Context: an optimization exercise on an open-source flow, tuned for small area. The choices shown serve that exercise and are no tape-out recipe. Function was checked by simulation only, so behaviour that the tests miss may differ from the original. Power figures rest on the tool's default switching activity, not on a simulated workload.

==> design/flow/design.v <==
`timescale 1ns / 1ps
module fp_convert_unit
(
    input             clk,
    input      [63:0] in1,
    input      [63:0] in2,
    input      [2:0]  rounding_mode,
    input             sp_dp,
    input      [2:0]  operation,
    output reg [63:0] result,
    output reg        invalid,
    output reg        overflow,
    output reg        underflow,
    output reg        inexact
);
wire [63:0] s0_d;
wire [1:0]  s0_rc;
reg  [63:0] r_d;
reg  [2:0]  r_op;
reg         r_dp;
reg  [1:0]  r_rc;
wire [63:0] s1_res;
wire        s1_inv, s1_ovf, s1_unf, s1_inx;
cvt_pre u_pre
(
    .in1 (in1),
    .in2 (in2),
    .rm  (rounding_mode),
    .dp  (sp_dp),
    .op  (operation),
    .d   (s0_d),
    .rc  (s0_rc)
);
cvt_core u_core
(
    .d   (r_d),
    .op  (r_op),
    .dp  (r_dp),
    .rc  (r_rc),
    .res (s1_res),
    .inv (s1_inv),
    .ovf (s1_ovf),
    .unf (s1_unf),
    .inx (s1_inx)
);
always @(posedge clk) begin
    r_d       <= s0_d;
    r_op      <= operation;
    r_dp      <= sp_dp;
    r_rc      <= s0_rc;
    result    <= s1_res;
    invalid   <= s1_inv;
    overflow  <= s1_ovf;
    underflow <= s1_unf;
    inexact   <= s1_inx;
end
endmodule
module cvt_arb
(
    input  [1:0] rc,
    input        l, g, r, s,
    output       inc
);
assign inc = rc[1] ? (g | (~rc[0] & (r | s))) : (rc[0] & g & (l | r | s));
endmodule
module cvt_pre
(
    input  [63:0] in1,
    input  [63:0] in2,
    input  [2:0]  rm,
    input         dp,
    input  [2:0]  op,
    output [63:0] d,
    output [1:0]  rc
);
wire is_f2i  = ~op[2] & ~op[1];
wire is_i2f  = ~op[2] &  op[1];
wire is_f2f  = &op;
wire is_sgnj = op[2] & ~(op[1] & op[0]);
wire su      = ~op[2] & op[0];
wire sgn = is_i2f ? (~su & in1[31]) : ((dp ^ is_f2f) ? in1[63] : in1[31]);
assign rc = (rm == 3'd0) ? 2'b01 :
            (rm == 3'd2) ? {~su &  sgn, 1'b0} :
            (rm == 3'd3) ? {~su & ~sgn, 1'b0} :
            (rm == 3'd4) ? 2'b11 : 2'b00;
wire [6:0]  ws  = 7'd62 - in1[58:52];
wire [66:0] wx  = {(|in1[62:52]), in1[51:0], 14'b0};
wire [66:0] w6  = ws[6] ? {64'b0, wx[66:64]} : wx;
wire [34:0] w5  = ws[5] ? w6[66:32] : w6[34:0];
wire [18:0] w4  = ws[4] ? w5[34:16] : w5[18:0];
wire [10:0] w3  = ws[3] ? w4[18:8]  : w4[10:0];
wire [6:0]  w2  = ws[2] ? w3[10:4]  : w3[6:0];
wire [4:0]  w1  = ws[1] ? w2[6:2]   : w2[4:0];
wire [3:0]  w0  = ws[0] ? w1[4:1]   : w1[3:0];
wire arb_sp;
cvt_arb u_arb (.rc(rc), .l(w0[3]), .g(w0[2]), .r(w0[1]), .s(w0[0]), .inc(arb_sp));
wire ineg = is_i2f & ~su & in1[31];
wire [31:0] mag = (in1[31:0] ^ {32{ineg}}) + {31'b0, ineg};
wire s1 = dp ? in1[63] : in1[31];
wire s2 = dp ? in2[63] : in2[31];
wire nsign = s2 ^ op[0] ^ (op[1] & s1);
assign d[63] = (is_sgnj & dp)  ? nsign :
               (is_f2i & ~dp)  ? arb_sp :
               is_i2f          ? ineg : in1[63];
assign d[62:32] = in1[62:32];
assign d[31] = (is_sgnj & ~dp) ? nsign : mag[31];
assign d[30:0] = mag[30:0];
endmodule
module cvt_core
(
    input  [63:0] d,
    input  [2:0]  op,
    input         dp,
    input  [1:0]  rc,
    output [63:0] res,
    output        inv,
    output        ovf,
    output        unf,
    output        inx
);
wire is_f2i  = ~op[2] & ~op[1];
wire is_i2f  = ~op[2] &  op[1];
wire is_f2f  = &op;
wire is_sgnj = op[2] & ~(op[1] & op[0]);
wire su      = ~op[2] & op[0];
wire f2f_up  = is_f2f &  dp;    
wire f2f_dn  = is_f2f & ~dp;    
wire [10:0] ed = d[62:52];
wire [7:0]  es = d[30:23];
wire fsign = dp ? d[63] : d[31];
wire fnan  = dp ? ((&ed) & (|d[51:0])) : ((&es) & (|d[22:0]));
wire fbig  = su ? (fsign | (dp ? (ed > 11'd1054) : (es > 8'd158)))
                : (dp ? (ed > 11'd1053) : (es > 8'd157));
wire f_ovf = ~fnan & fbig;
wire f_unf = ~fnan & (dp ? (ed < 11'd1022) : (es < 8'd126));
wire f_half = dp ? (ed == 11'd1022) : (es == 8'd126);
wire f_max   = ~f_unf & (f_ovf | fnan);
wire f_shift = ~f_unf & ~f_ovf & ~fnan & ~f_half;
wire msel = fsign & ~fnan;
wire [31:0] fmaxv = su ? {32{~msel}} : {msel, {31{~msel}}};
wire fneg = ~su & fsign;
wire [34:0] fy = dp ? {1'b1, d[51:18]} : {1'b1, d[22:0], 11'b0};
wire [4:0] famt = 5'd30 - (dp ? d[56:52] : d[27:23]);
wire up_e1   = &es;
wire up_e0   = ~|es;
wire up_nan  = up_e1 & (|d[22:0]);
wire up_spec = up_e1 | up_e0;
wire [31:0] drev;
genvar gi;
generate
    for (gi = 0; gi < 32; gi = gi + 1) begin : g_rev
        assign drev[gi] = d[31-gi];
    end
endgenerate
wire [34:0] v0 = is_f2i ? fy : {3'b0, drev};
wire a4 = is_f2i ? famt[4] : is_i2f ? ~|v0[15:0] : up_spec;
wire [34:0] v1 = a4 ? {16'b0, v0[34:16]} : v0;
wire a3 = is_f2i ? famt[3] : is_i2f ? ~|v1[7:0] : 1'b1;
wire [34:0] v2 = a3 ? {8'b0, v1[34:8]} : v1;
wire a2 = is_f2i ? famt[2] : is_i2f ? ~|v2[3:0] : up_spec;
wire [34:0] v3 = a2 ? {4'b0, v2[34:4]} : v2;
wire a1 = is_f2i ? famt[1] : is_i2f ? ~|v3[1:0] : up_spec;
wire [34:0] v4 = a1 ? {2'b0, v3[34:2]} : v3;
wire a0 = is_f2i ? famt[0] : is_i2f ? ~v4[0] : up_spec;
wire [34:0] v5 = a0 ? {1'b0, v4[34:1]} : v4;
wire [4:0] lzc = {a4, a3, a2, a1, a0};
wire [31:0] sig;
generate
    for (gi = 0; gi < 32; gi = gi + 1) begin : g_sig
        assign sig[gi] = v5[31-gi];
    end
endgenerate
wire izero = ~|d[31:0];
wire [7:0]  iexp_sp = izero ? 8'd0  : (8'd158 - {3'b0, lzc});
wire [10:0] iexp_dp = izero ? 11'd0 : (11'd1054 - {6'b0, lzc});
wire dn_nan = (&ed) & (|d[51:0]);
wire dn_ovf = ~dn_nan & (ed > 11'd1150);
wire dn_unf = ~dn_nan & (ed < 11'd895);
wire [7:0]  dn_exp = dn_ovf ? 8'hFF : dn_unf ? 8'h00 : {~ed[7], ed[6:0]};
wire [22:0] dn_man = (dn_ovf | dn_unf) ? 23'd0 : d[51:29];
wire rl = is_f2i ? v5[3] : is_i2f ? sig[8] : d[29];
wire rg = is_f2i ? v5[2] : is_i2f ? sig[7] : d[28];
wire rr = is_f2i ? v5[1] : is_i2f ? sig[6] : d[27];
wire rs = is_f2i ? v5[0] : is_i2f ? (|sig[5:0]) : (|d[26:0]);
wire arb_c;
cvt_arb u_arb (.rc(rc), .l(rl), .g(rg), .r(rr), .s(rs), .inc(arb_c));
wire arb = (is_f2i & ~dp) ? d[63] : arb_c;
wire [31:0] inc_a = is_f2i ? (f_shift ? (v5[34:3] ^ {32{fneg}}) : f_max ? fmaxv : 32'd0) :
                    is_i2f ? {d[63], iexp_sp, sig[30:8]} :
                    dn_nan ? 32'h7FC00000 : {d[63], dn_exp, dn_man};
wire inc_b = is_f2i ? (f_shift & (arb ^ fneg)) : is_i2f ? arb : (~dn_nan & arb);
wire [32:0] inc = {1'b0, inc_a} + {32'b0, inc_b};
wire [10:0] up_exp = up_e1 ? 11'h7FF : up_e0 ? 11'h000 : {es[7], {3{~es[7]}}, es[6:0]};
wire        w_sign = is_i2f ? d[63] : (d[31] & ~up_nan);
wire [10:0] w_exp  = is_i2f ? iexp_dp : up_exp;
wire [63:0] wide   = {w_sign, w_exp, sig[30] | (f2f_up & up_nan), sig[29:0], 21'b0};
wire wide_sel = (is_i2f & dp) | f2f_up;
assign res[63:33] = (is_sgnj & dp) ? d[63:33] : wide_sel ? wide[63:33] : 31'd0;
assign res[32]    = (is_sgnj & dp) ? d[32] : wide_sel ? wide[32] : (f2f_dn & inc[32]);
assign res[31:0]  = is_sgnj ? d[31:0] : wide_sel ? wide[31:0] : inc[31:0];
assign inv = is_f2i & (fnan | f_ovf | f_unf);
assign ovf = is_f2i ? f_ovf : f2f_dn ? dn_ovf : f2f_up ? (up_e1 & ~up_nan) : 1'b0;
assign unf = is_f2i ? f_unf : f2f_dn ? dn_unf : f2f_up ? up_e0 : 1'b0;
assign inx = (is_i2f & ~dp & arb) | (f2f_dn & ~dn_nan & arb);
endmodule
==> design/flow/run.sh <==
#!/bin/bash
# synth_recipe.tcl (not shown) runs the flow's synth.tcl, then flattens the netlist and writes it again
# the make line also repeats each setting of config.mk as NAME=value (left out here)
make -C /OpenROAD-flow-scripts/flow DESIGN_CONFIG=/design/flow/config.mk WORK_HOME=/design/flow/orfs CLKGATE_MAP_FILE= SYNTH_SCRIPT=/design/flow/synth_recipe.tcl finish
==> design/flow/config.mk <==
export PLATFORM = sky130hd
export DESIGN_NAME = fp_convert_unit
export DESIGN_NICKNAME = fp_convert_unit
export VERILOG_FILES = /design/flow/design.v
export SDC_FILE = /design/flow/constraint.sdc
export NUM_CORES = 4
export LEC_CHECK = 0
export ABC_AREA = 1
export CAP_MARGIN = 20
export CORE_MARGIN = 2
export CORE_UTILIZATION = 40
export PLACE_DENSITY = 0.6
export SLEW_MARGIN = 20
==> design/flow/constraint.sdc <==
create_clock -name core_clock -period 10.0 [get_ports {clk}]
set_input_delay 2.0000 -clock core_clock [delete_from_list [all_inputs] [get_ports {clk}]]
set_output_delay 2.0000 -clock core_clock [all_outputs]
set_load 0.01 [all_outputs]
==> results.txt <==
Yosys cell counts, drive strengths merged (7+ instances only):
master	n	area, um2
inv	295	1110
o22ai	47	294
nand3	207	1050
xor2	41	359
nor3	22	125
a31oi	7	43.8
or2	7	43.8
nor4	15	93.8
clkbuf	53	199
xnor2	23	201
ha	9	113
dfxtp	138	2760
nand3b	7	52.6
nand4	39	244
nor2	217	907
a21oi	67	347
nand2	579	2250
buf	37	287
o211ai	12	90.1
o21ai	216	1110
where the power goes:
| part | total [uW] | switching, uW | internal (uW) |
|---|---|---|---|
| registers | 647 | 42.3 | 605 |
| clock network | 684 | 278 | 406 |
| logic | 823 | 552 | 271 |
| total | 2150 | 873 | 1280 |
worst reg2reg max path: cells and delay by family, from the launching register on:
family | cells | cell delay [ns]
AOI/OAI and AO/OA | 2 | 0.92
adders and majority gates | 2 | 0.42
buffers and inverters | 4 | 1.34
DFF | 1 | 0.29
and+or+nand+nor | 42 | 5.36
cells by family after synthesis:
family                   after synthesis  synth area share
AO/OA/AOI/OAI                        382             0.181
XOR/XNOR                              64            0.0467
adder cells (fa/ha/maj)                9           0.00939
buffers and inverters                389             0.134
flip-flops                           138             0.230
AND/OR/NAND/NOR                     1096             0.399
final timing paths:
kind / from / end
setup / recovery: r_op[2] / result[26]
hold / removal: r_d[11] / result[11]
setup reg to reg: r_op[2] / result[26]
hold reg to reg: r_d[11] / result[11]
registers in the layout, indices dropped and copies added, names as in the netlist:
name       flops
inexact        1
invalid        1
r_dp           1
r_op           3
result        64
underflow      1
r_d           64
r_rc           2
overflow       1
per-layer routing:
metal  vias up  global-route usage  wire length [um]  share of wire
met2       776               0.569             25000           0.44
met5         -                   0                 9        0.00016
met4         2               0.219              3710          0.066
met3       161              0.0473              4330          0.077
met1      6577               0.457             23200           0.41
li1       6935                   -                 -              -
through the flow:
step | area, um2 | setup WS (ns) | utilization
detailed placement | 13600 | 1.71 | 0.459
floorplan | 12000 | 3.47 | -
global placement | 13600 | 1.74 | 0.459
finish | 14200 | 1.54 | 0.480
global route | 14200 | 0.713 | 0.480
CTS | 14200 | 1.71 | 0.480
final cells by class:
cell class	count	area, um2
clock inverters	13	178
fillers	3276	15400
repair buffers	160	1550
flip-flops and latches	138	2760
multi-input cells	1551	7640
well taps	390	488
clock buffers	19	443
inverters	299	1130
==> results by group <==
Floorplan
  – Die height: 177 um
  – Rows: 63
  – Die ar.: 31400 um2
  – Die X: 177 um
  – Number of I/O pins: 204
  – Total core area: 29600 um2
  – Initial Util: 0.406

Critical path
  – Worst path depth: 50
  – Crit Path Class: flip-flop to flip-flop
  – Most used cell, CP: nand2_1
  – Worst Setup Start Kind: flip-flop
  – FF-to-FF path depth: 50
  – Crit-path slowest cell: a2111oi_0
  – CP endpoint kind: flip-flop
  – Worst EP arrival: 8.79 ns
  – Max Fanout on Critical Path: 65
  – Critical path buffers and inverters: 4
  – Max incr delay on CP: 0.71 ns
  – R2R Setup Slk: 1.54 ns
  – Top Family by Delay on Critical Path: simple AND/OR/NAND/NOR gates
  – Worst Path Required: 10.33 ns

Timing
  – WHS: 0.551 ns
  – Final setup fails: 0
  – Fin. max-slew vios: 0
  – Max Fclk: 118 MHz
  – Final Hold Vio Count: 0
  – Clock Skews: 0.0176 ns
  – RSZ-0062 raised after global routing: no
  – Relative slew margins: 0.266
  – Worst Tran Pin Value: 1.10 ns
  – Minimum clock period: 8.46 ns
  – Fin Setup TNS: 0 ns
  – Fin crit share: 0.846

Power
  – Power, Total: 2150 uW
  – Leak: 0.00645 uW
  – Pwr/cell area: 152 nW/um2
  – Peak supply drop: 0.121 mV

Worst hold path
  – Class of the worst hold path: flip-flop to flip-flop
  – Hold path depth: 2

Cells and area
  – Inserted Diodes: 0
  – Most common cell after layout, fill and taps aside: nand2_1
  – Fraction of layout cells with a size suffix above 1: 0.0606
  – Most frequent cells in the layout: nand2_1 (563), inv_1 (279), nand3_1 (205)
  – Final Non-Filler Cells: 2570
  – Nets: 2312
  – Layout area overhead: 18.3%

Outcome
  – Status: timing/DRC/antenna clean

Clocking
  – Clock latency on the worst-skew pair: 0.45 ns
  – CTS tree: done
  – Setup Buffers After CTS: 0
  – CTS root buf: clkbuf_16
  – Clk slew on worst S/H paths: 0.07 ns
  – TritonCTS Buffers: 17
  – CTS H-tree lvls: 4
  – Num Clock Sinks: 138
  – Clock tree buffer depth: 2
  – CTS resizes: 0
  – Hold Buf Count CTS: 0

Route
  – Routed WL: 56200 um
  – Via count: 14.5k
  – # DRC: 0
  – Routed Antenna Nets: 0
  – DRT Pass-1 Iters: 9
  – Vias per cell: 5.62
  – Routed length per instance: 21.9 um
  – Iteration-0 DRC count of the detailed router: 1854

Synth
  – Asr flop ratio synth: 0
  – Register bit total from synthesis: 138
  – Post-Syn Area: 12000 um2
  – Seq/Total Area, Yosys: 0.230
  – Synth Area per Inst: 5.77 um2
  – Synth Flop Type: dfxtp_1
  – Syn Nets: 2223
  – Syn Inst Count: 2078
  – Cell variety after synth: 53
  – Number of synthesized flops with an enable pin: 0
  – Warnings from Yosys: 1

Run
  – Max Cap Viol: 0

Global route
  – Gr usage total: 0.357
  – Gr ovfl total: 0
  – Antenna violations before repair: 1
  – Vias in the first global route: 13.5k
  – First-pass GRT wire length: 82600 um
  – Largest net degree at the start of global routing: 66

Place
  – HPWL Detailed: 45300 um
  – Routability cong.: 1.04
  – Port Buffer Count: 141
  – Post-Place Cells: 2538

-- static timing again, ports no longer ideal --
How much do the figures lean on ideal ports? The routed layout below was timed once more, with nothing changed but the port constraints. Step 1: set_driving_cell puts a clkbuf_16 on clk and a buf_2 on each other input, an assumption about the parent block. Step 2 also shifts input and output timing later by t, the mid clock arrival at the registers, as if the neighbouring blocks saw the same clock. Slacks: no drivers / after step 1 / after step 2; pairs: no drivers / after step 1.
shift t [ns]: 0.485
setup slack, ns: 1.542 / 1.542 / 1.542
worst setup path at the end: register to register
latest minus earliest clock arrival (ns): 0.019 / 0.019
After both steps this run still meets setup and hold. For this run, drivers alone change the setup slack by 0.000 ns; drivers and shift together by 0.000 ns.
